What follows belongs to an exercise in optimizing a design on an open flow for small area; a production flow would make more cautious choices.
No functional check of the RTL was part of this run.

`flow/run.sh`:
```
#!/bin/bash
# synth_recipe.tcl (not shown) runs the flow's synth.tcl, then flattens the netlist and writes it again
# the make line also repeats each setting of config.mk as NAME=value (left out here)
make -C /OpenROAD-flow-scripts/flow DESIGN_CONFIG=/design/flow/config.mk WORK_HOME=/design/flow/orfs CLKGATE_MAP_FILE= SYNTH_SCRIPT=/design/flow/synth_recipe.tcl finish
```
`flow/config.mk`:
```
export PLATFORM = sky130hd
export DESIGN_NAME = MatrixMultiplier
export DESIGN_NICKNAME = MatrixMultiplier
export VERILOG_FILES = /design/flow/design.v
export SDC_FILE = /design/flow/constraint.sdc
export NUM_CORES = 4
export LEC_CHECK = 0
export CAP_MARGIN = 20
export CORE_MARGIN = 2
export CORE_UTILIZATION = 40
export SLEW_MARGIN = 20
```
`flow/constraint.sdc`:
```
create_clock -name core_clock -period 7.5 [get_ports {CLK}]
set_input_delay 1.5000 -clock core_clock [delete_from_list [all_inputs] [get_ports {CLK}]]
set_output_delay 1.5000 -clock core_clock [all_outputs]
set_load 0.01 [all_outputs]
```
`flow/design.v`:
```
module MatrixMultiplier
    #(
        parameter WIDTH = 16
    )(
        input                            NRST,CLK,START,
        input      signed [WIDTH - 1: 0] A,B,
        output     signed [2*WIDTH  : 0] OUT,
        output                           OUT_STROBE
    );
  reg s1, s0;
  always @(posedge CLK or negedge NRST)
    if (!NRST) begin
      s1 <= 1'b0; s0 <= 1'b0;
    end else begin
      s1 <= s1 ^ s0;
      s0 <= s1 | (~s0 & START);
    end
  wire p1 = ~s1 & s0;
  assign OUT_STROBE = s1 & s0;
  reg [2*WIDTH:0] Q;
  wire pp1 = ~(A[0] & B[0]);
  wire pp2 = ~(A[0] & B[1]);
  wire pp3 = ~(A[0] & B[2]);
  wire pp4 = ~(A[0] & B[3]);
  wire pp5 = ~(A[0] & B[4]);
  wire pp6 = ~(A[0] & B[5]);
  wire pp7 = ~(A[0] & B[6]);
  wire pp8 = ~(A[0] & B[7]);
  wire pp9 = ~(A[0] & B[8]);
  wire pp10 = ~(A[0] & B[9]);
  wire pp11 = ~(A[0] & B[10]);
  wire pp12 = ~(A[0] & B[11]);
  wire pp13 = ~(A[0] & B[12]);
  wire pp14 = ~(A[0] & B[13]);
  wire pp15 = ~(A[0] & B[14]);
  wire pp16 = A[0] & B[15];
  wire pp17 = ~(A[1] & B[0]);
  wire pp18 = ~(A[1] & B[1]);
  wire pp19 = ~(A[1] & B[2]);
  wire pp20 = ~(A[1] & B[3]);
  wire pp21 = ~(A[1] & B[4]);
  wire pp22 = ~(A[1] & B[5]);
  wire pp23 = ~(A[1] & B[6]);
  wire pp24 = ~(A[1] & B[7]);
  wire pp25 = ~(A[1] & B[8]);
  wire pp26 = ~(A[1] & B[9]);
  wire pp27 = ~(A[1] & B[10]);
  wire pp28 = ~(A[1] & B[11]);
  wire pp29 = ~(A[1] & B[12]);
  wire pp30 = ~(A[1] & B[13]);
  wire pp31 = ~(A[1] & B[14]);
  wire pp32 = A[1] & B[15];
  wire pp33 = ~(A[2] & B[0]);
  wire pp34 = ~(A[2] & B[1]);
  wire pp35 = ~(A[2] & B[2]);
  wire pp36 = ~(A[2] & B[3]);
  wire pp37 = ~(A[2] & B[4]);
  wire pp38 = ~(A[2] & B[5]);
  wire pp39 = ~(A[2] & B[6]);
  wire pp40 = ~(A[2] & B[7]);
  wire pp41 = ~(A[2] & B[8]);
  wire pp42 = ~(A[2] & B[9]);
  wire pp43 = ~(A[2] & B[10]);
  wire pp44 = ~(A[2] & B[11]);
  wire pp45 = ~(A[2] & B[12]);
  wire pp46 = ~(A[2] & B[13]);
  wire pp47 = ~(A[2] & B[14]);
  wire pp48 = A[2] & B[15];
  wire pp49 = ~(A[3] & B[0]);
  wire pp50 = ~(A[3] & B[1]);
  wire pp51 = ~(A[3] & B[2]);
  wire pp52 = ~(A[3] & B[3]);
  wire pp53 = ~(A[3] & B[4]);
  wire pp54 = ~(A[3] & B[5]);
  wire pp55 = ~(A[3] & B[6]);
  wire pp56 = ~(A[3] & B[7]);
  wire pp57 = ~(A[3] & B[8]);
  wire pp58 = ~(A[3] & B[9]);
  wire pp59 = ~(A[3] & B[10]);
  wire pp60 = ~(A[3] & B[11]);
  wire pp61 = ~(A[3] & B[12]);
  wire pp62 = ~(A[3] & B[13]);
  wire pp63 = ~(A[3] & B[14]);
  wire pp64 = A[3] & B[15];
  wire pp65 = ~(A[4] & B[0]);
  wire pp66 = ~(A[4] & B[1]);
  wire pp67 = ~(A[4] & B[2]);
  wire pp68 = ~(A[4] & B[3]);
  wire pp69 = ~(A[4] & B[4]);
  wire pp70 = ~(A[4] & B[5]);
  wire pp71 = ~(A[4] & B[6]);
  wire pp72 = ~(A[4] & B[7]);
  wire pp73 = ~(A[4] & B[8]);
  wire pp74 = ~(A[4] & B[9]);
  wire pp75 = ~(A[4] & B[10]);
  wire pp76 = ~(A[4] & B[11]);
  wire pp77 = ~(A[4] & B[12]);
  wire pp78 = ~(A[4] & B[13]);
  wire pp79 = ~(A[4] & B[14]);
  wire pp80 = A[4] & B[15];
  wire pp81 = ~(A[5] & B[0]);
  wire pp82 = ~(A[5] & B[1]);
  wire pp83 = ~(A[5] & B[2]);
  wire pp84 = ~(A[5] & B[3]);
  wire pp85 = ~(A[5] & B[4]);
  wire pp86 = ~(A[5] & B[5]);
  wire pp87 = ~(A[5] & B[6]);
  wire pp88 = ~(A[5] & B[7]);
  wire pp89 = ~(A[5] & B[8]);
  wire pp90 = ~(A[5] & B[9]);
  wire pp91 = ~(A[5] & B[10]);
  wire pp92 = ~(A[5] & B[11]);
  wire pp93 = ~(A[5] & B[12]);
  wire pp94 = ~(A[5] & B[13]);
  wire pp95 = ~(A[5] & B[14]);
  wire pp96 = A[5] & B[15];
  wire pp97 = ~(A[6] & B[0]);
  wire pp98 = ~(A[6] & B[1]);
  wire pp99 = ~(A[6] & B[2]);
  wire pp100 = ~(A[6] & B[3]);
  wire pp101 = ~(A[6] & B[4]);
  wire pp102 = ~(A[6] & B[5]);
  wire pp103 = ~(A[6] & B[6]);
  wire pp104 = ~(A[6] & B[7]);
  wire pp105 = ~(A[6] & B[8]);
  wire pp106 = ~(A[6] & B[9]);
  wire pp107 = ~(A[6] & B[10]);
  wire pp108 = ~(A[6] & B[11]);
  wire pp109 = ~(A[6] & B[12]);
  wire pp110 = ~(A[6] & B[13]);
  wire pp111 = ~(A[6] & B[14]);
  wire pp112 = A[6] & B[15];
  wire pp113 = ~(A[7] & B[0]);
  wire pp114 = ~(A[7] & B[1]);
  wire pp115 = ~(A[7] & B[2]);
  wire pp116 = ~(A[7] & B[3]);
  wire pp117 = ~(A[7] & B[4]);
  wire pp118 = ~(A[7] & B[5]);
  wire pp119 = ~(A[7] & B[6]);
  wire pp120 = ~(A[7] & B[7]);
  wire pp121 = ~(A[7] & B[8]);
  wire pp122 = ~(A[7] & B[9]);
  wire pp123 = ~(A[7] & B[10]);
  wire pp124 = ~(A[7] & B[11]);
  wire pp125 = ~(A[7] & B[12]);
  wire pp126 = ~(A[7] & B[13]);
  wire pp127 = ~(A[7] & B[14]);
  wire pp128 = A[7] & B[15];
  wire pp129 = ~(A[8] & B[0]);
  wire pp130 = ~(A[8] & B[1]);
  wire pp131 = ~(A[8] & B[2]);
  wire pp132 = ~(A[8] & B[3]);
  wire pp133 = ~(A[8] & B[4]);
  wire pp134 = ~(A[8] & B[5]);
  wire pp135 = ~(A[8] & B[6]);
  wire pp136 = ~(A[8] & B[7]);
  wire pp137 = ~(A[8] & B[8]);
  wire pp138 = ~(A[8] & B[9]);
  wire pp139 = ~(A[8] & B[10]);
  wire pp140 = ~(A[8] & B[11]);
  wire pp141 = ~(A[8] & B[12]);
  wire pp142 = ~(A[8] & B[13]);
  wire pp143 = ~(A[8] & B[14]);
  wire pp144 = A[8] & B[15];
  wire pp145 = ~(A[9] & B[0]);
  wire pp146 = ~(A[9] & B[1]);
  wire pp147 = ~(A[9] & B[2]);
  wire pp148 = ~(A[9] & B[3]);
  wire pp149 = ~(A[9] & B[4]);
  wire pp150 = ~(A[9] & B[5]);
  wire pp151 = ~(A[9] & B[6]);
  wire pp152 = ~(A[9] & B[7]);
  wire pp153 = ~(A[9] & B[8]);
  wire pp154 = ~(A[9] & B[9]);
  wire pp155 = ~(A[9] & B[10]);
  wire pp156 = ~(A[9] & B[11]);
  wire pp157 = ~(A[9] & B[12]);
  wire pp158 = ~(A[9] & B[13]);
  wire pp159 = ~(A[9] & B[14]);
  wire pp160 = A[9] & B[15];
  wire pp161 = ~(A[10] & B[0]);
  wire pp162 = ~(A[10] & B[1]);
  wire pp163 = ~(A[10] & B[2]);
  wire pp164 = ~(A[10] & B[3]);
  wire pp165 = ~(A[10] & B[4]);
  wire pp166 = ~(A[10] & B[5]);
  wire pp167 = ~(A[10] & B[6]);
  wire pp168 = ~(A[10] & B[7]);
  wire pp169 = ~(A[10] & B[8]);
  wire pp170 = ~(A[10] & B[9]);
  wire pp171 = ~(A[10] & B[10]);
  wire pp172 = ~(A[10] & B[11]);
  wire pp173 = ~(A[10] & B[12]);
  wire pp174 = ~(A[10] & B[13]);
  wire pp175 = ~(A[10] & B[14]);
  wire pp176 = A[10] & B[15];
  wire pp177 = ~(A[11] & B[0]);
  wire pp178 = ~(A[11] & B[1]);
  wire pp179 = ~(A[11] & B[2]);
  wire pp180 = ~(A[11] & B[3]);
  wire pp181 = ~(A[11] & B[4]);
  wire pp182 = ~(A[11] & B[5]);
  wire pp183 = ~(A[11] & B[6]);
  wire pp184 = ~(A[11] & B[7]);
  wire pp185 = ~(A[11] & B[8]);
  wire pp186 = ~(A[11] & B[9]);
  wire pp187 = ~(A[11] & B[10]);
  wire pp188 = ~(A[11] & B[11]);
  wire pp189 = ~(A[11] & B[12]);
  wire pp190 = ~(A[11] & B[13]);
  wire pp191 = ~(A[11] & B[14]);
  wire pp192 = A[11] & B[15];
  wire pp193 = ~(A[12] & B[0]);
  wire pp194 = ~(A[12] & B[1]);
  wire pp195 = ~(A[12] & B[2]);
  wire pp196 = ~(A[12] & B[3]);
  wire pp197 = ~(A[12] & B[4]);
  wire pp198 = ~(A[12] & B[5]);
  wire pp199 = ~(A[12] & B[6]);
  wire pp200 = ~(A[12] & B[7]);
  wire pp201 = ~(A[12] & B[8]);
  wire pp202 = ~(A[12] & B[9]);
  wire pp203 = ~(A[12] & B[10]);
  wire pp204 = ~(A[12] & B[11]);
  wire pp205 = ~(A[12] & B[12]);
  wire pp206 = ~(A[12] & B[13]);
  wire pp207 = ~(A[12] & B[14]);
  wire pp208 = A[12] & B[15];
  wire pp209 = ~(A[13] & B[0]);
  wire pp210 = ~(A[13] & B[1]);
  wire pp211 = ~(A[13] & B[2]);
  wire pp212 = ~(A[13] & B[3]);
  wire pp213 = ~(A[13] & B[4]);
  wire pp214 = ~(A[13] & B[5]);
  wire pp215 = ~(A[13] & B[6]);
  wire pp216 = ~(A[13] & B[7]);
  wire pp217 = ~(A[13] & B[8]);
  wire pp218 = ~(A[13] & B[9]);
  wire pp219 = ~(A[13] & B[10]);
  wire pp220 = ~(A[13] & B[11]);
  wire pp221 = ~(A[13] & B[12]);
  wire pp222 = ~(A[13] & B[13]);
  wire pp223 = ~(A[13] & B[14]);
  wire pp224 = A[13] & B[15];
  wire pp225 = ~(A[14] & B[0]);
  wire pp226 = ~(A[14] & B[1]);
  wire pp227 = ~(A[14] & B[2]);
  wire pp228 = ~(A[14] & B[3]);
  wire pp229 = ~(A[14] & B[4]);
  wire pp230 = ~(A[14] & B[5]);
  wire pp231 = ~(A[14] & B[6]);
  wire pp232 = ~(A[14] & B[7]);
  wire pp233 = ~(A[14] & B[8]);
  wire pp234 = ~(A[14] & B[9]);
  wire pp235 = ~(A[14] & B[10]);
  wire pp236 = ~(A[14] & B[11]);
  wire pp237 = ~(A[14] & B[12]);
  wire pp238 = ~(A[14] & B[13]);
  wire pp239 = ~(A[14] & B[14]);
  wire pp240 = A[14] & B[15];
  wire pp241 = A[15] & B[0];
  wire pp242 = A[15] & B[1];
  wire pp243 = A[15] & B[2];
  wire pp244 = A[15] & B[3];
  wire pp245 = A[15] & B[4];
  wire pp246 = A[15] & B[5];
  wire pp247 = A[15] & B[6];
  wire pp248 = A[15] & B[7];
  wire pp249 = A[15] & B[8];
  wire pp250 = A[15] & B[9];
  wire pp251 = A[15] & B[10];
  wire pp252 = A[15] & B[11];
  wire pp253 = A[15] & B[12];
  wire pp254 = A[15] & B[13];
  wire pp255 = A[15] & B[14];
  wire pp256 = ~(A[15] & B[15]);
  wire m257 = p1 | ~Q[0];
  wire m258 = ~(p1 | Q[1]);
  wire m259 = p1 | ~Q[2];
  wire m260 = p1 | ~Q[3];
  wire m261 = p1 | ~Q[4];
  wire m262 = p1 | ~Q[5];
  wire m263 = p1 | ~Q[6];
  wire m264 = p1 | ~Q[7];
  wire m265 = p1 | ~Q[8];
  wire m266 = p1 | ~Q[9];
  wire m267 = p1 | ~Q[10];
  wire m268 = p1 | ~Q[11];
  wire m269 = p1 | ~Q[12];
  wire m270 = p1 | ~Q[13];
  wire m271 = p1 | ~Q[14];
  wire m272 = p1 | ~Q[15];
  wire m273 = p1 | ~Q[16];
  wire m274 = ~(p1 | Q[17]);
  wire m275 = ~(p1 | Q[18]);
  wire m276 = ~(p1 | Q[19]);
  wire m277 = ~(p1 | Q[20]);
  wire m278 = ~(p1 | Q[21]);
  wire m279 = ~(p1 | Q[22]);
  wire m280 = ~(p1 | Q[23]);
  wire m281 = ~(p1 | Q[24]);
  wire m282 = ~(p1 | Q[25]);
  wire m283 = ~(p1 | Q[26]);
  wire m284 = ~(p1 | Q[27]);
  wire m285 = ~(p1 | Q[28]);
  wire m286 = ~(p1 | Q[29]);
  wire m287 = ~(p1 | Q[30]);
  wire m288 = ~(p1 | Q[31]);
  wire m289 = p1 | ~Q[32];
  wire s290 = m269 ^ pp103;
  wire c291 = m269 & pp103;
  wire s292 = m270 ^ pp104 ^ pp119;
  wire c293 = (m270 & pp104) | (pp119 & (m270 ^ pp104));
  wire s294 = pp134 ^ pp14;
  wire c295 = pp134 & pp14;
  wire s296 = m271 ^ pp105 ^ pp120;
  wire c297 = (m271 & pp105) | (pp120 & (m271 ^ pp105));
  wire s298 = pp135 ^ pp15 ^ pp150;
  wire c299 = (pp135 & pp15) | (pp150 & (pp135 ^ pp15));
  wire s300 = pp165 ^ pp180;
  wire c301 = pp165 & pp180;
  wire s302 = m272 ^ pp106 ^ pp121;
  wire c303 = (m272 & pp106) | (pp121 & (m272 ^ pp106));
  wire s304 = pp136 ^ pp151 ^ pp16;
  wire c305 = (pp136 & pp151) | (pp16 & (pp136 ^ pp151));
  wire s306 = pp166 ^ pp181 ^ pp196;
  wire c307 = (pp166 & pp181) | (pp196 & (pp166 ^ pp181));
  wire s308 = pp211 ^ pp226;
  wire c309 = pp211 & pp226;
  wire s310 = m273 ^ pp107 ^ pp122;
  wire c311 = (m273 & pp107) | (pp122 & (m273 ^ pp107));
  wire s312 = pp137 ^ pp152 ^ pp167;
  wire c313 = (pp137 & pp152) | (pp167 & (pp137 ^ pp152));
  wire s314 = pp182 ^ pp197 ^ pp212;
  wire c315 = (pp182 & pp197) | (pp212 & (pp182 ^ pp197));
  wire s316 = pp227 ^ pp242;
  wire c317 = pp227 & pp242;
  wire s318 = m274 ^ pp108 ^ pp123;
  wire c319 = (m274 & pp108) | (pp123 & (m274 ^ pp108));
  wire s320 = pp138 ^ pp153 ^ pp168;
  wire c321 = (pp138 & pp153) | (pp168 & (pp138 ^ pp153));
  wire s322 = pp183 ^ pp198 ^ pp213;
  wire c323 = (pp183 & pp198) | (pp213 & (pp183 ^ pp198));
  wire s324 = m275 ^ pp109 ^ pp124;
  wire c325 = (m275 & pp109) | (pp124 & (m275 ^ pp109));
  wire s326 = pp139 ^ pp154 ^ pp169;
  wire c327 = (pp139 & pp154) | (pp169 & (pp139 ^ pp154));
  wire s328 = m276 ^ pp110 ^ pp125;
  wire c329 = (m276 & pp110) | (pp125 & (m276 ^ pp110));
  wire s330 = m265 ^ pp114;
  wire c331 = m265 & pp114;
  wire s332 = m266 ^ pp10 ^ pp100;
  wire c333 = (m266 & pp10) | (pp100 & (m266 ^ pp10));
  wire s334 = pp115 ^ pp130;
  wire c335 = pp115 & pp130;
  wire s336 = m267 ^ pp101 ^ pp11;
  wire c337 = (m267 & pp101) | (pp11 & (m267 ^ pp101));
  wire s338 = pp116 ^ pp131 ^ pp146;
  wire c339 = (pp116 & pp131) | (pp146 & (pp116 ^ pp131));
  wire s340 = pp161 ^ pp26;
  wire c341 = pp161 & pp26;
  wire s342 = m268 ^ pp102 ^ pp117;
  wire c343 = (m268 & pp102) | (pp117 & (m268 ^ pp102));
  wire s344 = pp12 ^ pp132 ^ pp147;
  wire c345 = (pp12 & pp132) | (pp147 & (pp12 ^ pp132));
  wire s346 = pp162 ^ pp177 ^ pp27;
  wire c347 = (pp162 & pp177) | (pp27 & (pp162 ^ pp177));
  wire s348 = pp42 ^ pp57;
  wire c349 = pp42 & pp57;
  wire s350 = pp118 ^ pp13 ^ pp133;
  wire c351 = (pp118 & pp13) | (pp133 & (pp118 ^ pp13));
  wire s352 = pp148 ^ pp163 ^ pp178;
  wire c353 = (pp148 & pp163) | (pp178 & (pp148 ^ pp163));
  wire s354 = pp193 ^ pp28 ^ pp43;
  wire c355 = (pp193 & pp28) | (pp43 & (pp193 ^ pp28));
  wire s356 = pp58 ^ pp73 ^ pp88;
  wire c357 = (pp58 & pp73) | (pp88 & (pp58 ^ pp73));
  wire s358 = pp149 ^ pp164 ^ pp179;
  wire c359 = (pp149 & pp164) | (pp179 & (pp149 ^ pp164));
  wire s360 = pp194 ^ pp209 ^ pp29;
  wire c361 = (pp194 & pp209) | (pp29 & (pp194 ^ pp209));
  wire s362 = pp44 ^ pp59 ^ pp74;
  wire c363 = (pp44 & pp59) | (pp74 & (pp44 ^ pp59));
  wire s364 = pp89 ^ c291 ^ s294;
  wire c365 = (pp89 & c291) | (s294 & (pp89 ^ c291));
  wire s366 = pp195 ^ pp210 ^ pp225;
  wire c367 = (pp195 & pp210) | (pp225 & (pp195 ^ pp210));
  wire s368 = pp30 ^ pp45 ^ pp60;
  wire c369 = (pp30 & pp45) | (pp60 & (pp30 ^ pp45));
  wire s370 = pp75 ^ pp90 ^ c295;
  wire c371 = (pp75 & pp90) | (c295 & (pp75 ^ pp90));
  wire s372 = s300 ^ c293 ^ s296;
  wire c373 = (s300 & c293) | (s296 & (s300 ^ c293));
  wire s374 = pp241 ^ pp31 ^ pp46;
  wire c375 = (pp241 & pp31) | (pp46 & (pp241 ^ pp31));
  wire s376 = pp61 ^ pp76 ^ pp91;
  wire c377 = (pp61 & pp76) | (pp91 & (pp61 ^ pp76));
  wire s378 = c301 ^ s308 ^ c297;
  wire c379 = (c301 & s308) | (c297 & (c301 ^ s308));
  wire s380 = c299 ^ s302 ^ s304;
  wire c381 = (c299 & s302) | (s304 & (c299 ^ s302));
  wire s382 = pp32 ^ pp47 ^ pp62;
  wire c383 = (pp32 & pp47) | (pp62 & (pp32 ^ pp47));
  wire s384 = pp77 ^ pp92 ^ c309;
  wire c385 = (pp77 & pp92) | (c309 & (pp77 ^ pp92));
  wire s386 = s316 ^ c303 ^ c305;
  wire c387 = (s316 & c303) | (c305 & (s316 ^ c303));
  wire s388 = c307 ^ s310 ^ s312;
  wire c389 = (c307 & s310) | (s312 & (c307 ^ s310));
  wire s390 = pp228 ^ pp243 ^ pp48;
  wire c391 = (pp228 & pp243) | (pp48 & (pp228 ^ pp243));
  wire s392 = pp63 ^ pp78 ^ pp93;
  wire c393 = (pp63 & pp78) | (pp93 & (pp63 ^ pp78));
  wire s394 = c317 ^ c311 ^ c313;
  wire c395 = (c317 & c311) | (c313 & (c317 ^ c311));
  wire s396 = c315 ^ s318 ^ s320;
  wire c397 = (c315 & s318) | (s320 & (c315 ^ s318));
  wire s398 = pp184 ^ pp199 ^ pp214;
  wire c399 = (pp184 & pp199) | (pp214 & (pp184 ^ pp199));
  wire s400 = pp229 ^ pp244 ^ pp64;
  wire c401 = (pp229 & pp244) | (pp64 & (pp229 ^ pp244));
  wire s402 = pp79 ^ pp94 ^ c319;
  wire c403 = (pp79 & pp94) | (c319 & (pp79 ^ pp94));
  wire s404 = c321 ^ c323 ^ s324;
  wire c405 = (c321 & c323) | (s324 & (c321 ^ c323));
  wire s406 = pp140 ^ pp155 ^ pp170;
  wire c407 = (pp140 & pp155) | (pp170 & (pp140 ^ pp155));
  wire s408 = pp185 ^ pp200 ^ pp215;
  wire c409 = (pp185 & pp200) | (pp215 & (pp185 ^ pp200));
  wire s410 = pp230 ^ pp245 ^ pp80;
  wire c411 = (pp230 & pp245) | (pp80 & (pp230 ^ pp245));
  wire s412 = pp95 ^ c325 ^ c327;
  wire c413 = (pp95 & c325) | (c327 & (pp95 ^ c325));
  wire s414 = m277 ^ pp111 ^ pp126;
  wire c415 = (m277 & pp111) | (pp126 & (m277 ^ pp111));
  wire s416 = pp141 ^ pp156 ^ pp171;
  wire c417 = (pp141 & pp156) | (pp171 & (pp141 ^ pp156));
  wire s418 = pp186 ^ pp201 ^ pp216;
  wire c419 = (pp186 & pp201) | (pp216 & (pp186 ^ pp201));
  wire s420 = pp231 ^ pp246 ^ pp96;
  wire c421 = (pp231 & pp246) | (pp96 & (pp231 ^ pp246));
  wire s422 = m278 ^ pp112 ^ pp127;
  wire c423 = (m278 & pp112) | (pp127 & (m278 ^ pp112));
  wire s424 = pp142 ^ pp157 ^ pp172;
  wire c425 = (pp142 & pp157) | (pp172 & (pp142 ^ pp157));
  wire s426 = pp187 ^ pp202 ^ pp217;
  wire c427 = (pp187 & pp202) | (pp217 & (pp187 ^ pp202));
  wire s428 = m279 ^ pp128 ^ pp143;
  wire c429 = (m279 & pp128) | (pp143 & (m279 ^ pp128));
  wire s430 = pp158 ^ pp173 ^ pp188;
  wire c431 = (pp158 & pp173) | (pp188 & (pp158 ^ pp173));
  wire s432 = m280 ^ pp144 ^ pp159;
  wire c433 = (m280 & pp144) | (pp159 & (m280 ^ pp144));
  wire s434 = m262 ^ pp21;
  wire c435 = m262 & pp21;
  wire s436 = m263 ^ pp22 ^ pp37;
  wire c437 = (m263 & pp22) | (pp37 & (m263 ^ pp22));
  wire s438 = pp52 ^ pp67;
  wire c439 = pp52 & pp67;
  wire s440 = m264 ^ pp113 ^ pp23;
  wire c441 = (m264 & pp113) | (pp23 & (m264 ^ pp113));
  wire s442 = pp38 ^ pp53 ^ pp68;
  wire c443 = (pp38 & pp53) | (pp68 & (pp38 ^ pp53));
  wire s444 = pp8 ^ pp83;
  wire c445 = pp8 & pp83;
  wire s446 = pp129 ^ pp24 ^ pp39;
  wire c447 = (pp129 & pp24) | (pp39 & (pp129 ^ pp24));
  wire s448 = pp54 ^ pp69 ^ pp84;
  wire c449 = (pp54 & pp69) | (pp84 & (pp54 ^ pp69));
  wire s450 = pp9 ^ pp99 ^ s330;
  wire c451 = (pp9 & pp99) | (s330 & (pp9 ^ pp99));
  wire s452 = pp145 ^ pp25 ^ pp40;
  wire c453 = (pp145 & pp25) | (pp40 & (pp145 ^ pp25));
  wire s454 = pp55 ^ pp70 ^ pp85;
  wire c455 = (pp55 & pp70) | (pp85 & (pp55 ^ pp70));
  wire s456 = c331 ^ s334 ^ s332;
  wire c457 = (c331 & s334) | (s332 & (c331 ^ s334));
  wire s458 = pp41 ^ pp56 ^ pp71;
  wire c459 = (pp41 & pp56) | (pp71 & (pp41 ^ pp56));
  wire s460 = pp86 ^ c335 ^ s340;
  wire c461 = (pp86 & c335) | (s340 & (pp86 ^ c335));
  wire s462 = c333 ^ s336 ^ s338;
  wire c463 = (c333 & s336) | (s338 & (c333 ^ s336));
  wire s464 = pp72 ^ pp87 ^ c341;
  wire c465 = (pp72 & pp87) | (c341 & (pp72 ^ pp87));
  wire s466 = s348 ^ c337 ^ c339;
  wire c467 = (s348 & c337) | (c339 & (s348 ^ c337));
  wire s468 = s342 ^ s344 ^ s346;
  wire c469 = (s342 & s344) | (s346 & (s342 ^ s344));
  wire s470 = c349 ^ s290 ^ c343;
  wire c471 = (c349 & s290) | (c343 & (c349 ^ s290));
  wire s472 = c345 ^ c347 ^ s350;
  wire c473 = (c345 & c347) | (s350 & (c345 ^ c347));
  wire s474 = s352 ^ s354 ^ s356;
  wire c475 = (s352 & s354) | (s356 & (s352 ^ s354));
  wire s476 = c351 ^ c353 ^ c355;
  wire c477 = (c351 & c353) | (c355 & (c351 ^ c353));
  wire s478 = c357 ^ s292 ^ s358;
  wire c479 = (c357 & s292) | (s358 & (c357 ^ s292));
  wire s480 = s360 ^ s362 ^ s364;
  wire c481 = (s360 & s362) | (s364 & (s360 ^ s362));
  wire s482 = c359 ^ c361 ^ c363;
  wire c483 = (c359 & c361) | (c363 & (c359 ^ c361));
  wire s484 = s298 ^ s366 ^ s368;
  wire c485 = (s298 & s366) | (s368 & (s298 ^ s366));
  wire s486 = c365 ^ s370 ^ s372;
  wire c487 = (c365 & s370) | (s372 & (c365 ^ s370));
  wire s488 = c367 ^ c369 ^ s306;
  wire c489 = (c367 & c369) | (s306 & (c367 ^ c369));
  wire s490 = s374 ^ s376 ^ c371;
  wire c491 = (s374 & s376) | (c371 & (s374 ^ s376));
  wire s492 = c373 ^ s378 ^ s380;
  wire c493 = (c373 & s378) | (s380 & (c373 ^ s378));
  wire s494 = c375 ^ c377 ^ s314;
  wire c495 = (c375 & c377) | (s314 & (c375 ^ c377));
  wire s496 = s382 ^ s384 ^ c379;
  wire c497 = (s382 & s384) | (c379 & (s382 ^ s384));
  wire s498 = c381 ^ s386 ^ s388;
  wire c499 = (c381 & s386) | (s388 & (c381 ^ s386));
  wire s500 = c383 ^ s322 ^ s390;
  wire c501 = (c383 & s322) | (s390 & (c383 ^ s322));
  wire s502 = s392 ^ c385 ^ c387;
  wire c503 = (s392 & c385) | (c387 & (s392 ^ c385));
  wire s504 = c389 ^ s394 ^ s396;
  wire c505 = (c389 & s394) | (s396 & (c389 ^ s394));
  wire s506 = c391 ^ c393 ^ s326;
  wire c507 = (c391 & c393) | (s326 & (c391 ^ c393));
  wire s508 = s398 ^ s400 ^ c395;
  wire c509 = (s398 & s400) | (c395 & (s398 ^ s400));
  wire s510 = c397 ^ s402 ^ s404;
  wire c511 = (c397 & s402) | (s404 & (c397 ^ s402));
  wire s512 = c399 ^ c401 ^ s328;
  wire c513 = (c399 & c401) | (s328 & (c399 ^ c401));
  wire s514 = s406 ^ s408 ^ s410;
  wire c515 = (s406 & s408) | (s410 & (s406 ^ s408));
  wire s516 = c403 ^ c405 ^ s412;
  wire c517 = (c403 & c405) | (s412 & (c403 ^ c405));
  wire s518 = c329 ^ c407 ^ c409;
  wire c519 = (c329 & c407) | (c409 & (c329 ^ c407));
  wire s520 = c411 ^ s414 ^ s416;
  wire c521 = (c411 & s414) | (s416 & (c411 ^ s414));
  wire s522 = s418 ^ s420 ^ c413;
  wire c523 = (s418 & s420) | (c413 & (s418 ^ s420));
  wire s524 = pp232 ^ pp247 ^ c415;
  wire c525 = (pp232 & pp247) | (c415 & (pp232 ^ pp247));
  wire s526 = c417 ^ c419 ^ c421;
  wire c527 = (c417 & c419) | (c421 & (c417 ^ c419));
  wire s528 = s422 ^ s424 ^ s426;
  wire c529 = (s422 & s424) | (s426 & (s422 ^ s424));
  wire s530 = pp203 ^ pp218 ^ pp233;
  wire c531 = (pp203 & pp218) | (pp233 & (pp203 ^ pp218));
  wire s532 = pp248 ^ c423 ^ c425;
  wire c533 = (pp248 & c423) | (c425 & (pp248 ^ c423));
  wire s534 = c427 ^ s428 ^ s430;
  wire c535 = (c427 & s428) | (s430 & (c427 ^ s428));
  wire s536 = pp174 ^ pp189 ^ pp204;
  wire c537 = (pp174 & pp189) | (pp204 & (pp174 ^ pp189));
  wire s538 = pp219 ^ pp234 ^ pp249;
  wire c539 = (pp219 & pp234) | (pp249 & (pp219 ^ pp234));
  wire s540 = c429 ^ c431 ^ s432;
  wire c541 = (c429 & c431) | (s432 & (c429 ^ c431));
  wire s542 = m281 ^ pp160 ^ pp175;
  wire c543 = (m281 & pp160) | (pp175 & (m281 ^ pp160));
  wire s544 = pp190 ^ pp205 ^ pp220;
  wire c545 = (pp190 & pp205) | (pp220 & (pp190 ^ pp205));
  wire s546 = pp235 ^ pp250 ^ c433;
  wire c547 = (pp235 & pp250) | (c433 & (pp235 ^ pp250));
  wire s548 = m282 ^ pp176 ^ pp191;
  wire c549 = (m282 & pp176) | (pp191 & (m282 ^ pp176));
  wire s550 = pp206 ^ pp221 ^ pp236;
  wire c551 = (pp206 & pp221) | (pp236 & (pp206 ^ pp221));
  wire s552 = m283 ^ pp192 ^ pp207;
  wire c553 = (m283 & pp192) | (pp207 & (m283 ^ pp192));
  wire s554 = m260 ^ pp19;
  wire c555 = m260 & pp19;
  wire s556 = m261 ^ pp20 ^ pp35;
  wire c557 = (m261 & pp20) | (pp35 & (m261 ^ pp20));
  wire s558 = pp5 ^ pp50;
  wire c559 = pp5 & pp50;
  wire s560 = pp36 ^ pp51 ^ pp6;
  wire c561 = (pp36 & pp51) | (pp6 & (pp36 ^ pp51));
  wire s562 = pp66 ^ pp81 ^ s434;
  wire c563 = (pp66 & pp81) | (s434 & (pp66 ^ pp81));
  wire s564 = pp7 ^ pp82 ^ pp97;
  wire c565 = (pp7 & pp82) | (pp97 & (pp7 ^ pp82));
  wire s566 = c435 ^ s438 ^ s436;
  wire c567 = (c435 & s438) | (s436 & (c435 ^ s438));
  wire s568 = pp98 ^ c439 ^ s444;
  wire c569 = (pp98 & c439) | (s444 & (pp98 ^ c439));
  wire s570 = c437 ^ s440 ^ s442;
  wire c571 = (c437 & s440) | (s442 & (c437 ^ s440));
  wire s572 = c445 ^ c441 ^ c443;
  wire c573 = (c445 & c441) | (c443 & (c445 ^ c441));
  wire s574 = s446 ^ s448 ^ s450;
  wire c575 = (s446 & s448) | (s450 & (s446 ^ s448));
  wire s576 = c447 ^ c449 ^ s452;
  wire c577 = (c447 & c449) | (s452 & (c447 ^ c449));
  wire s578 = s454 ^ c451 ^ s456;
  wire c579 = (s454 & c451) | (s456 & (s454 ^ c451));
  wire s580 = c453 ^ c455 ^ s458;
  wire c581 = (c453 & c455) | (s458 & (c453 ^ c455));
  wire s582 = s460 ^ c457 ^ s462;
  wire c583 = (s460 & c457) | (s462 & (s460 ^ c457));
  wire s584 = c459 ^ c461 ^ s464;
  wire c585 = (c459 & c461) | (s464 & (c459 ^ c461));
  wire s586 = c463 ^ s466 ^ s468;
  wire c587 = (c463 & s466) | (s468 & (c463 ^ s466));
  wire s588 = c465 ^ c467 ^ c469;
  wire c589 = (c465 & c467) | (c469 & (c465 ^ c467));
  wire s590 = s470 ^ s472 ^ s474;
  wire c591 = (s470 & s472) | (s474 & (s470 ^ s472));
  wire s592 = c471 ^ c473 ^ c475;
  wire c593 = (c471 & c473) | (c475 & (c471 ^ c473));
  wire s594 = s476 ^ s478 ^ s480;
  wire c595 = (s476 & s478) | (s480 & (s476 ^ s478));
  wire s596 = c477 ^ c479 ^ s482;
  wire c597 = (c477 & c479) | (s482 & (c477 ^ c479));
  wire s598 = s484 ^ c481 ^ s486;
  wire c599 = (s484 & c481) | (s486 & (s484 ^ c481));
  wire s600 = c483 ^ c485 ^ s488;
  wire c601 = (c483 & c485) | (s488 & (c483 ^ c485));
  wire s602 = s490 ^ c487 ^ s492;
  wire c603 = (s490 & c487) | (s492 & (s490 ^ c487));
  wire s604 = c489 ^ s494 ^ c491;
  wire c605 = (c489 & s494) | (c491 & (c489 ^ s494));
  wire s606 = s496 ^ c493 ^ s498;
  wire c607 = (s496 & c493) | (s498 & (s496 ^ c493));
  wire s608 = c495 ^ s500 ^ c497;
  wire c609 = (c495 & s500) | (c497 & (c495 ^ s500));
  wire s610 = s502 ^ c499 ^ s504;
  wire c611 = (s502 & c499) | (s504 & (s502 ^ c499));
  wire s612 = c501 ^ s506 ^ c503;
  wire c613 = (c501 & s506) | (c503 & (c501 ^ s506));
  wire s614 = s508 ^ c505 ^ s510;
  wire c615 = (s508 & c505) | (s510 & (s508 ^ c505));
  wire s616 = c507 ^ s512 ^ s514;
  wire c617 = (c507 & s512) | (s514 & (c507 ^ s512));
  wire s618 = c509 ^ c511 ^ s516;
  wire c619 = (c509 & c511) | (s516 & (c509 ^ c511));
  wire s620 = c513 ^ c515 ^ s518;
  wire c621 = (c513 & c515) | (s518 & (c513 ^ c515));
  wire s622 = s520 ^ c517 ^ s522;
  wire c623 = (s520 & c517) | (s522 & (s520 ^ c517));
  wire s624 = c519 ^ c521 ^ s524;
  wire c625 = (c519 & c521) | (s524 & (c519 ^ c521));
  wire s626 = s526 ^ s528 ^ c523;
  wire c627 = (s526 & s528) | (c523 & (s526 ^ s528));
  wire s628 = s530 ^ c525 ^ c527;
  wire c629 = (s530 & c525) | (c527 & (s530 ^ c525));
  wire s630 = c529 ^ s532 ^ s534;
  wire c631 = (c529 & s532) | (s534 & (c529 ^ s532));
  wire s632 = c531 ^ s536 ^ s538;
  wire c633 = (c531 & s536) | (s538 & (c531 ^ s536));
  wire s634 = c533 ^ c535 ^ s540;
  wire c635 = (c533 & c535) | (s540 & (c533 ^ c535));
  wire s636 = c537 ^ c539 ^ s542;
  wire c637 = (c537 & c539) | (s542 & (c537 ^ c539));
  wire s638 = s544 ^ c541 ^ s546;
  wire c639 = (s544 & c541) | (s546 & (s544 ^ c541));
  wire s640 = pp251 ^ c543 ^ c545;
  wire c641 = (pp251 & c543) | (c545 & (pp251 ^ c543));
  wire s642 = s548 ^ s550 ^ c547;
  wire c643 = (s548 & s550) | (c547 & (s548 ^ s550));
  wire s644 = pp222 ^ pp237 ^ pp252;
  wire c645 = (pp222 & pp237) | (pp252 & (pp222 ^ pp237));
  wire s646 = c549 ^ c551 ^ s552;
  wire c647 = (c549 & c551) | (s552 & (c549 ^ c551));
  wire s648 = m284 ^ pp208 ^ pp223;
  wire c649 = (m284 & pp208) | (pp223 & (m284 ^ pp208));
  wire s650 = pp238 ^ pp253 ^ c553;
  wire c651 = (pp238 & pp253) | (c553 & (pp238 ^ pp253));
  wire s652 = m285 ^ pp224 ^ pp239;
  wire c653 = (m285 & pp224) | (pp239 & (m285 ^ pp224));
  wire s654 = m259 ^ pp18;
  wire c655 = m259 & pp18;
  wire s656 = pp34 ^ pp4 ^ pp49;
  wire c657 = (pp34 & pp4) | (pp49 & (pp34 ^ pp4));
  wire s658 = pp65 ^ c555 ^ s558;
  wire c659 = (pp65 & c555) | (s558 & (pp65 ^ c555));
  wire s660 = c559 ^ c557 ^ s560;
  wire c661 = (c559 & c557) | (s560 & (c559 ^ c557));
  wire s662 = c561 ^ s564 ^ c563;
  wire c663 = (c561 & s564) | (c563 & (c561 ^ s564));
  wire s664 = c565 ^ s568 ^ c567;
  wire c665 = (c565 & s568) | (c567 & (c565 ^ s568));
  wire s666 = c569 ^ c571 ^ s572;
  wire c667 = (c569 & c571) | (s572 & (c569 ^ c571));
  wire s668 = c573 ^ s576 ^ c575;
  wire c669 = (c573 & s576) | (c575 & (c573 ^ s576));
  wire s670 = c577 ^ s580 ^ c579;
  wire c671 = (c577 & s580) | (c579 & (c577 ^ s580));
  wire s672 = c581 ^ s584 ^ c583;
  wire c673 = (c581 & s584) | (c583 & (c581 ^ s584));
  wire s674 = c585 ^ c587 ^ s588;
  wire c675 = (c585 & c587) | (s588 & (c585 ^ c587));
  wire s676 = c589 ^ c591 ^ s592;
  wire c677 = (c589 & c591) | (s592 & (c589 ^ c591));
  wire s678 = c593 ^ s596 ^ c595;
  wire c679 = (c593 & s596) | (c595 & (c593 ^ s596));
  wire s680 = c597 ^ s600 ^ c599;
  wire c681 = (c597 & s600) | (c599 & (c597 ^ s600));
  wire s682 = c601 ^ s604 ^ c603;
  wire c683 = (c601 & s604) | (c603 & (c601 ^ s604));
  wire s684 = c605 ^ s608 ^ c607;
  wire c685 = (c605 & s608) | (c607 & (c605 ^ s608));
  wire s686 = c609 ^ s612 ^ c611;
  wire c687 = (c609 & s612) | (c611 & (c609 ^ s612));
  wire s688 = s616 ^ c613 ^ c615;
  wire c689 = (s616 & c613) | (c615 & (s616 ^ c613));
  wire s690 = c617 ^ s620 ^ c619;
  wire c691 = (c617 & s620) | (c619 & (c617 ^ s620));
  wire s692 = c621 ^ s624 ^ c623;
  wire c693 = (c621 & s624) | (c623 & (c621 ^ s624));
  wire s694 = c625 ^ s628 ^ s630;
  wire c695 = (c625 & s628) | (s630 & (c625 ^ s628));
  wire s696 = s632 ^ c629 ^ c631;
  wire c697 = (s632 & c629) | (c631 & (s632 ^ c629));
  wire s698 = c633 ^ s636 ^ c635;
  wire c699 = (c633 & s636) | (c635 & (c633 ^ s636));
  wire s700 = c637 ^ s640 ^ c639;
  wire c701 = (c637 & s640) | (c639 & (c637 ^ s640));
  wire s702 = s644 ^ c641 ^ s646;
  wire c703 = (s644 & c641) | (s646 & (s644 ^ c641));
  wire s704 = c645 ^ s648 ^ c647;
  wire c705 = (c645 & s648) | (c647 & (c645 ^ s648));
  wire s706 = pp254 ^ c649 ^ s652;
  wire c707 = (pp254 & c649) | (s652 & (pp254 ^ c649));
  wire s708 = m286 ^ pp240 ^ pp255;
  wire c709 = (m286 & pp240) | (pp255 & (m286 ^ pp240));
  wire s710 = m258 ^ pp17;
  wire c711 = m258 & pp17;
  wire s712 = pp3 ^ pp33 ^ s654;
  wire c713 = (pp3 & pp33) | (s654 & (pp3 ^ pp33));
  wire s714 = c655 ^ s554 ^ s656;
  wire c715 = (c655 & s554) | (s656 & (c655 ^ s554));
  wire s716 = c657 ^ s556 ^ s658;
  wire c717 = (c657 & s556) | (s658 & (c657 ^ s556));
  wire s718 = c659 ^ s562 ^ s660;
  wire c719 = (c659 & s562) | (s660 & (c659 ^ s562));
  wire s720 = c661 ^ s566 ^ s662;
  wire c721 = (c661 & s566) | (s662 & (c661 ^ s566));
  wire s722 = s570 ^ c663 ^ s664;
  wire c723 = (s570 & c663) | (s664 & (s570 ^ c663));
  wire s724 = s574 ^ c665 ^ s666;
  wire c725 = (s574 & c665) | (s666 & (s574 ^ c665));
  wire s726 = c667 ^ s578 ^ s668;
  wire c727 = (c667 & s578) | (s668 & (c667 ^ s578));
  wire s728 = s582 ^ c669 ^ s670;
  wire c729 = (s582 & c669) | (s670 & (s582 ^ c669));
  wire s730 = s586 ^ c671 ^ s672;
  wire c731 = (s586 & c671) | (s672 & (s586 ^ c671));
  wire s732 = s590 ^ c673 ^ s674;
  wire c733 = (s590 & c673) | (s674 & (s590 ^ c673));
  wire s734 = s594 ^ c675 ^ s676;
  wire c735 = (s594 & c675) | (s676 & (s594 ^ c675));
  wire s736 = c677 ^ s598 ^ s678;
  wire c737 = (c677 & s598) | (s678 & (c677 ^ s598));
  wire s738 = s602 ^ c679 ^ s680;
  wire c739 = (s602 & c679) | (s680 & (s602 ^ c679));
  wire s740 = s606 ^ c681 ^ s682;
  wire c741 = (s606 & c681) | (s682 & (s606 ^ c681));
  wire s742 = s610 ^ c683 ^ s684;
  wire c743 = (s610 & c683) | (s684 & (s610 ^ c683));
  wire s744 = s614 ^ c685 ^ s686;
  wire c745 = (s614 & c685) | (s686 & (s614 ^ c685));
  wire s746 = s618 ^ c687 ^ s688;
  wire c747 = (s618 & c687) | (s688 & (s618 ^ c687));
  wire s748 = s622 ^ c689 ^ s690;
  wire c749 = (s622 & c689) | (s690 & (s622 ^ c689));
  wire s750 = s626 ^ c691 ^ s692;
  wire c751 = (s626 & c691) | (s692 & (s626 ^ c691));
  wire s752 = c627 ^ s694 ^ c693;
  wire c753 = (c627 & s694) | (c693 & (c627 ^ s694));
  wire s754 = s634 ^ c695 ^ s696;
  wire c755 = (s634 & c695) | (s696 & (s634 ^ c695));
  wire s756 = s638 ^ c697 ^ s698;
  wire c757 = (s638 & c697) | (s698 & (s638 ^ c697));
  wire s758 = s642 ^ c699 ^ s700;
  wire c759 = (s642 & c699) | (s700 & (s642 ^ c699));
  wire s760 = c643 ^ s702 ^ c701;
  wire c761 = (c643 & s702) | (c701 & (c643 ^ s702));
  wire s762 = s650 ^ c703 ^ s704;
  wire c763 = (s650 & c703) | (s704 & (s650 ^ c703));
  wire s764 = c651 ^ s706 ^ c705;
  wire c765 = (c651 & s706) | (c705 & (c651 ^ s706));
  wire s766 = c653 ^ s708 ^ c707;
  wire c767 = (c653 & s708) | (c707 & (c653 ^ s708));
  wire s768 = m287 ^ pp256 ^ c709;
  wire c769 = (m287 & pp256) | (c709 & (m287 ^ pp256));
  wire s770 = m257 ^ pp1;
  wire c771 = m257 & pp1;
  wire s772 = s710 ^ pp2;
  wire c773 = s710 & pp2;
  wire s774 = c711 ^ s712;
  wire c775 = c711 & s712;
  wire s776 = c713 ^ s714;
  wire c777 = c713 & s714;
  wire s778 = c715 ^ s716;
  wire c779 = c715 & s716;
  wire s780 = c717 ^ s718;
  wire c781 = c717 & s718;
  wire s782 = c719 ^ s720;
  wire c783 = c719 & s720;
  wire s784 = c721 ^ s722;
  wire c785 = c721 & s722;
  wire s786 = c723 ^ s724;
  wire c787 = c723 & s724;
  wire s788 = c725 ^ s726;
  wire c789 = c725 & s726;
  wire s790 = c727 ^ s728;
  wire c791 = c727 & s728;
  wire s792 = c729 ^ s730;
  wire c793 = c729 & s730;
  wire s794 = c731 ^ s732;
  wire c795 = c731 & s732;
  wire s796 = c733 ^ s734;
  wire c797 = c733 & s734;
  wire s798 = c735 ^ s736;
  wire c799 = c735 & s736;
  wire s800 = c737 ^ s738;
  wire c801 = c737 & s738;
  wire s802 = c739 ^ s740;
  wire c803 = c739 & s740;
  wire s804 = c741 ^ s742;
  wire c805 = c741 & s742;
  wire s806 = c743 ^ s744;
  wire c807 = c743 & s744;
  wire s808 = c745 ^ s746;
  wire c809 = c745 & s746;
  wire s810 = c747 ^ s748;
  wire c811 = c747 & s748;
  wire s812 = c749 ^ s750;
  wire c813 = c749 & s750;
  wire s814 = c751 ^ s752;
  wire c815 = c751 & s752;
  wire s816 = c753 ^ s754;
  wire c817 = c753 & s754;
  wire s818 = c755 ^ s756;
  wire c819 = c755 & s756;
  wire s820 = c757 ^ s758;
  wire c821 = c757 & s758;
  wire s822 = c759 ^ s760;
  wire c823 = c759 & s760;
  wire s824 = c761 ^ s762;
  wire c825 = c761 & s762;
  wire s826 = c763 ^ s764;
  wire c827 = c763 & s764;
  wire s828 = c765 ^ s766;
  wire c829 = c765 & s766;
  wire s830 = c767 ^ s768;
  wire c831 = c767 & s768;
  wire s832 = c769 ^ m288;
  wire c833 = c769 & m288;
  wire G834 = c773 | (s772 & c771);
  wire G835 = c777 | (s776 & c775);
  wire P836 = s776 & s774;
  wire G837 = c781 | (s780 & c779);
  wire P838 = s780 & s778;
  wire G839 = c785 | (s784 & c783);
  wire P840 = s784 & s782;
  wire G841 = c789 | (s788 & c787);
  wire P842 = s788 & s786;
  wire G843 = c793 | (s792 & c791);
  wire P844 = s792 & s790;
  wire G845 = c797 | (s796 & c795);
  wire P846 = s796 & s794;
  wire G847 = c801 | (s800 & c799);
  wire P848 = s800 & s798;
  wire G849 = c805 | (s804 & c803);
  wire P850 = s804 & s802;
  wire G851 = c809 | (s808 & c807);
  wire P852 = s808 & s806;
  wire G853 = c813 | (s812 & c811);
  wire P854 = s812 & s810;
  wire G855 = c817 | (s816 & c815);
  wire P856 = s816 & s814;
  wire G857 = c821 | (s820 & c819);
  wire P858 = s820 & s818;
  wire G859 = c825 | (s824 & c823);
  wire P860 = s824 & s822;
  wire G861 = c829 | (s828 & c827);
  wire P862 = s828 & s826;
  wire G863 = c833 | (s832 & c831);
  wire P864 = s832 & s830;
  wire G865 = G835 | (P836 & G834);
  wire G866 = G839 | (P840 & G837);
  wire P867 = P840 & P838;
  wire G868 = G843 | (P844 & G841);
  wire P869 = P844 & P842;
  wire G870 = G847 | (P848 & G845);
  wire P871 = P848 & P846;
  wire G872 = G851 | (P852 & G849);
  wire P873 = P852 & P850;
  wire G874 = G855 | (P856 & G853);
  wire P875 = P856 & P854;
  wire G876 = G859 | (P860 & G857);
  wire P877 = P860 & P858;
  wire G878 = G863 | (P864 & G861);
  wire P879 = P864 & P862;
  wire G880 = G866 | (P867 & G865);
  wire G881 = G870 | (P871 & G868);
  wire P882 = P871 & P869;
  wire G883 = G874 | (P875 & G872);
  wire P884 = P875 & P873;
  wire G885 = G878 | (P879 & G876);
  wire P886 = P879 & P877;
  wire G887 = G881 | (P882 & G880);
  wire G888 = G885 | (P886 & G883);
  wire P889 = P886 & P884;
  wire G890 = G888 | (P889 & G887);
  wire G891 = G883 | (P884 & G887);
  wire G892 = G868 | (P869 & G880);
  wire G893 = G872 | (P873 & G887);
  wire G894 = G876 | (P877 & G891);
  wire G895 = G837 | (P838 & G865);
  wire G896 = G841 | (P842 & G880);
  wire G897 = G845 | (P846 & G892);
  wire G898 = G849 | (P850 & G887);
  wire G899 = G853 | (P854 & G893);
  wire G900 = G857 | (P858 & G891);
  wire G901 = G861 | (P862 & G894);
  wire G902 = c775 | (s774 & G834);
  wire G903 = c779 | (s778 & G865);
  wire G904 = c783 | (s782 & G895);
  wire G905 = c787 | (s786 & G880);
  wire G906 = c791 | (s790 & G896);
  wire G907 = c795 | (s794 & G892);
  wire G908 = c799 | (s798 & G897);
  wire G909 = c803 | (s802 & G887);
  wire G910 = c807 | (s806 & G898);
  wire G911 = c811 | (s810 & G893);
  wire G912 = c815 | (s814 & G899);
  wire G913 = c819 | (s818 & G891);
  wire G914 = c823 | (s822 & G900);
  wire G915 = c827 | (s826 & G894);
  wire G916 = c831 | (s830 & G901);
  wire G917 = 1'b0 | (m289 & G890);
  wire S918 = s772 ^ c771;
  wire S919 = s774 ^ G834;
  wire S920 = s776 ^ G902;
  wire S921 = s778 ^ G865;
  wire S922 = s780 ^ G903;
  wire S923 = s782 ^ G895;
  wire S924 = s784 ^ G904;
  wire S925 = s786 ^ G880;
  wire S926 = s788 ^ G905;
  wire S927 = s790 ^ G896;
  wire S928 = s792 ^ G906;
  wire S929 = s794 ^ G892;
  wire S930 = s796 ^ G907;
  wire S931 = s798 ^ G897;
  wire S932 = s800 ^ G908;
  wire S933 = s802 ^ G887;
  wire S934 = s804 ^ G909;
  wire S935 = s806 ^ G898;
  wire S936 = s808 ^ G910;
  wire S937 = s810 ^ G893;
  wire S938 = s812 ^ G911;
  wire S939 = s814 ^ G899;
  wire S940 = s816 ^ G912;
  wire S941 = s818 ^ G891;
  wire S942 = s820 ^ G913;
  wire S943 = s822 ^ G900;
  wire S944 = s824 ^ G914;
  wire S945 = s826 ^ G894;
  wire S946 = s828 ^ G915;
  wire S947 = s830 ^ G901;
  wire S948 = s832 ^ G916;
  wire S949 = m289 ^ G890;
  wire [2*WIDTH:0] S = {S949, S948, S947, S946, S945, S944, S943, S942, S941, S940, S939, S938, S937, S936, S935, S934, S933, S932, S931, S930, S929, S928, S927, S926, S925, S924, S923, S922, S921, S920, S919, S918, s770};
  always @(posedge CLK)
    Q <= ~S;
  assign OUT = Q;
endmodule
```
==> results.txt <==
==> worst max-delay path by stage <==
stage | slack (ns) | from | end
floorplan | 0.84 | A[8] | Q[31]$_DFF_P_
global placement | 0.03 | A[11] | Q[26]$_DFF_P_
detailed placement | 0.005 | A[11] | Q[26]$_DFF_P_
CTS | 0.33 | A[11] | Q[26]$_DFF_P_
global route | 0.01 | A[6] | Q[31]$_DFF_P_
finish | 0.31 | A[11] | Q[26]$_DFF_P_
==> flip-flops by register name, summed over array words and instances (netlist names) <==
register  cells
Q            33
s0            1
s1            1
==> stage by stage <==
stage | area (um^2) | instances | worst slack (ns)
after CTS | 10900 | 1407 | 0.325
after detailed placement | 10800 | 1399 | 0.00457
final | 10900 | 1408 | 0.313
after floorplan | 9290 | 1009 | 0.844
after global placement | 10800 | 1399 | 0.0344
after global routing | 10900 | 1408 | 0.0102
==> worst max-delay path, cell delays in order <==
cell and delay, ns:
sky130_fd_sc_hd__clkdlybuf4s50_1 0.65, sky130_fd_sc_hd__and2_1 0.28, sky130_fd_sc_hd__fa_1 0.51, sky130_fd_sc_hd__fa_1 0.55, sky130_fd_sc_hd__inv_1 0.05, sky130_fd_sc_hd__fa_1 0.38
sky130_fd_sc_hd__fa_1 0.40, sky130_fd_sc_hd__inv_1 0.07, sky130_fd_sc_hd__fa_1 0.42, sky130_fd_sc_hd__fa_1 0.49, sky130_fd_sc_hd__inv_1 0.04, sky130_fd_sc_hd__ha_1 0.32
sky130_fd_sc_hd__a21oi_1 0.16, sky130_fd_sc_hd__o21ai_1 0.16, sky130_fd_sc_hd__a221oi_2 0.30, sky130_fd_sc_hd__buf_4 0.21, sky130_fd_sc_hd__o31ai_4 0.11, sky130_fd_sc_hd__buf_4 0.15
sky130_fd_sc_hd__a31oi_1 0.19, sky130_fd_sc_hd__fa_1 0.43
==> metal layers <==
layer | routed length [um] | up-vias | share of wire | track usage
met4 | 844 | 0 | 0.034 | 0.0725
met2 | 11900 | 201 | 0.48 | 0.369
met3 | 1400 | 41 | 0.056 | 0.0285
li1 | - | 3086 | - | -
met1 | 10800 | 3506 | 0.43 | 0.299
met5 | 0 | - | 0 | 0
==> final cells by class <==
type | count | area [um^2] | area share
diodes | 1 | 2.50 | 0.000229
clock buffers | 5 | 125 | 0.0114
clock inverters | 3 | 47.5 | 0.00435
inverters | 270 | 1010 | 0.0927
multi-input cells | 669 | 7440 | 0.681
flip-flops and latches | 35 | 711 | 0.0650
well taps | 285 | 357 | 0.0326
repair buffers | 140 | 1230 | 0.113
==> layout by cell type (no fill, tap or decap), drive strengths merged, types with 2 or more instances in the layout <==
cell type and n:
inv 271, fa 240, nand2 164, and2 103, buf 72, clkdlybuf4s50 68
ha 49, dfxtp 33, a21oi 15, nor2 13, xor2 13, or2 10
nand2b 9, nor2b 9, o21ai 6, a21o 5, o21a 5, clkbuf 5
nand4 4, xnor2 3, nor3 3, o211ai 2, a211oi 2, a41oi 2
dfrtp 2
==> kinds of logic (layout without fill, tap and decap cells) <==
| logic type | Yosys count | in the layout | synth area share |
|---|---|---|---|
| AOI/OAI and AO/OA | 45 | 45 | 0.0345 |
| xor gates and xnor gates | 16 | 16 | 0.0151 |
| adders and majority gates | 289 | 289 | 0.583 |
| buffers and inverters | 305 | 418 | 0.123 |
| DFF | 35 | 35 | 0.0765 |
| other | 0 | 1 | 0 |
| and+or+nand+nor | 319 | 319 | 0.168 |
==> results.txt <==
- The minimum clock period after layout is about 7.2 ns.
- Data on the critical path is required at its endpoint by 7.70 ns.
- The cell area after synthesis is slightly above 0.009 mm^2.
- The final clock skew is 0.0162 ns.
- The floorplan step defined a die boundary enclosing 0.0245 mm^2.
- The number of sinks driven by the clock tree is 35.
- At the pin with the least slew margin, the transition time is between 0.4 and 0.5 ns.
- Buffers added to address setup during post-CTS repair amount to 0.
- Counting along the longest clock path gives a buffer depth of 2.
- The TritonCTS buffer count is 5.
- The overall overflow remaining after global route is 0.
- Max-cap violations in this run came to 0.
- The area share of the largest cell type after synthesis is 0.517.
- CTS built an H-tree with a depth of 2.
- The tightest min-delay check is of the reg2reg type.
- Sorting the synthesized cells by how often they occur yields sky130_fd_sc_hd__inv_1, sky130_fd_sc_hd__fa_1, sky130_fd_sc_hd__nand2_1.
- Buffers inserted to repair hold after CTS numbered 0.
- For this run, the number of Yosys warnings is 1.
- The flow ran to the end and the layout has no timing, DRC or antenna violations.
- The cell at the root of the clock tree is sky130_fd_sc_hd__clkbuf_16.
- For hold timing, the worst endpoint is s0$_DFF_PN0_.
- From left edge to right edge, the die measures 156 um.
- The final count of pins violating max slew is 0.
- The estimated wirelength of the detail-placed design is 21200 um.
- After floorplanning, the core was divided into 55 placement rows.
- The total setup violations reported at the end of the flow is 0.
- The reg-to-reg endpoint is Q[26]$_DFF_P_.
- After detailed routing, the average wire length per cell comes to approximately 18 um.
- In the final layout, the share of cells above drive strength 1 is 0.0865.
- The total area inside the core boundary comes to 0.0227 mm^2.
- The number of standard cells after synthesis is slightly above 1000.
- The length in cells of the worst reg-to-reg path is 22.
- The number of buffers added on ports is 68.
- The worst register-to-register path begins at s1$_DFF_PN0_.
- The worst hold slack is 0.495 ns.
- In this run the remaining antenna-violating nets after routing total 0.
- The TritonCTS clock tree is built.
- Synthesis instantiated 38 different standard cells from the library.
- At the worst endpoint, the arrival time is ~7.4 ns.
- The cell type with the highest aggregate area in the netlist is sky130_fd_sc_hd__fa_1.
- The die is 156 um tall.
- Once layout is complete, the utilization of the core stands at 0.481.
- For this run, the detailed router's first-pass iteration total came to 5.
- Timing would allow up to 139 MHz.
- The detailed router finished its first iteration with 416 violations.
- The beginning of the worst hold path is s0$_DFF_PN0_.
- The worst-case register-to-register setup slack is roughly 1.1 ns.
- The via count is 6834.
- The number of I/O pins is 69.
- The later pin in the worst-skew pair is clocked with a latency of 0.31 ns.
- The starting density of the core is 0.409.
- By area the synthesized netlist is led by sky130_fd_sc_hd__fa_1, sky130_fd_sc_hd__inv_1, sky130_fd_sc_hd__dfxtp_1.
- The launching element type of the critical path is a primary input.
- The first global-routing pass estimated 40500 um of wire.
- Clock-pin slew was measured on the worst setup and hold paths at 0.08 ns.
- Counting flops and latches in the post-synthesis netlist gives 35.
- From synthesis to final layout, the design area changed by 17.6%.
- The prevailing post-synth register cell is sky130_fd_sc_hd__dfxtp_1.
- Setup repair after global routing left no endpoint under its margin.
- The critical path is of the in2reg type.
- The post-cts repair resize count is 0.
- The vias per cell is 4.85.
- The worst setup path is captured at a register.
- The count of flip-flops with a built-in enable after synthesis is 0.
- The library cell with the highest instance count after synthesis is sky130_fd_sc_hd__inv_1.
- The async set or reset register ratio after synthesis is 0.0571.
- Wires add up to 25000 um.
- The number of global-route vias before repair is 7468.
- The final cycle utilization of the critical path is 0.958.
- The number of hold-slack violations in the final timing report is 0.
- The aggregate negative setup slack is 0 ns.
- The fill cell instance count of the final layout is 2208.
- The relative max-transition margin is 0.664.
- In the routed design, unresolved DRC markers number 0.
- The portion of the post-synthesis area used by sequential elements is 0.0765.
- The net count after synthesis is 1333.
- The number of nets in the final layout is roughly 1400.
- The routability congestion estimate is 0.911.
- The per-instance average area after synthesis is 9.21 um^2.
- The instance count along the most critical hold path is 1.
- The pin count of the biggest net entering global routing is 16.
- The global-route usage over all layers is 0.221.
- The maximum net fanout on the critical path is 8.
- The number of antenna violations at the first check in global routing is 1.

==> separate check: timing with driven ports <==
The results above use ideal ports. As a check the final layout listed here was re-extracted and re-timed, cells and wires unchanged.
Step 1: set_driving_cell puts a clkbuf_16 on CLK and a buf_2 on each other input, an assumption about the parent block.
Step 2 adds t to the input delays and takes it off the output delays; t is the mean of the earliest and latest rising clock arrival at the registers after step 1. Input paths then give back, and output paths get back, about the clock's delay inside the block.
Slacks: ideal / step 1 / step 2; pairs: ideal / step 1.
t (ns): 0.352
setup WS [ns]: 0.313 / 0.336 / -0.016
hold WS [ns]: 0.495 / 0.495 / 0.495
worst setup path after step 2: input to register
latest minus earliest clock arrival (ns): 0.016 / 0.016
With both steps, setup timing fails in this run, where it was met with ideal ports. The setup slack of this run moves by +0.023 ns with the drivers and by -0.329 ns with both steps.
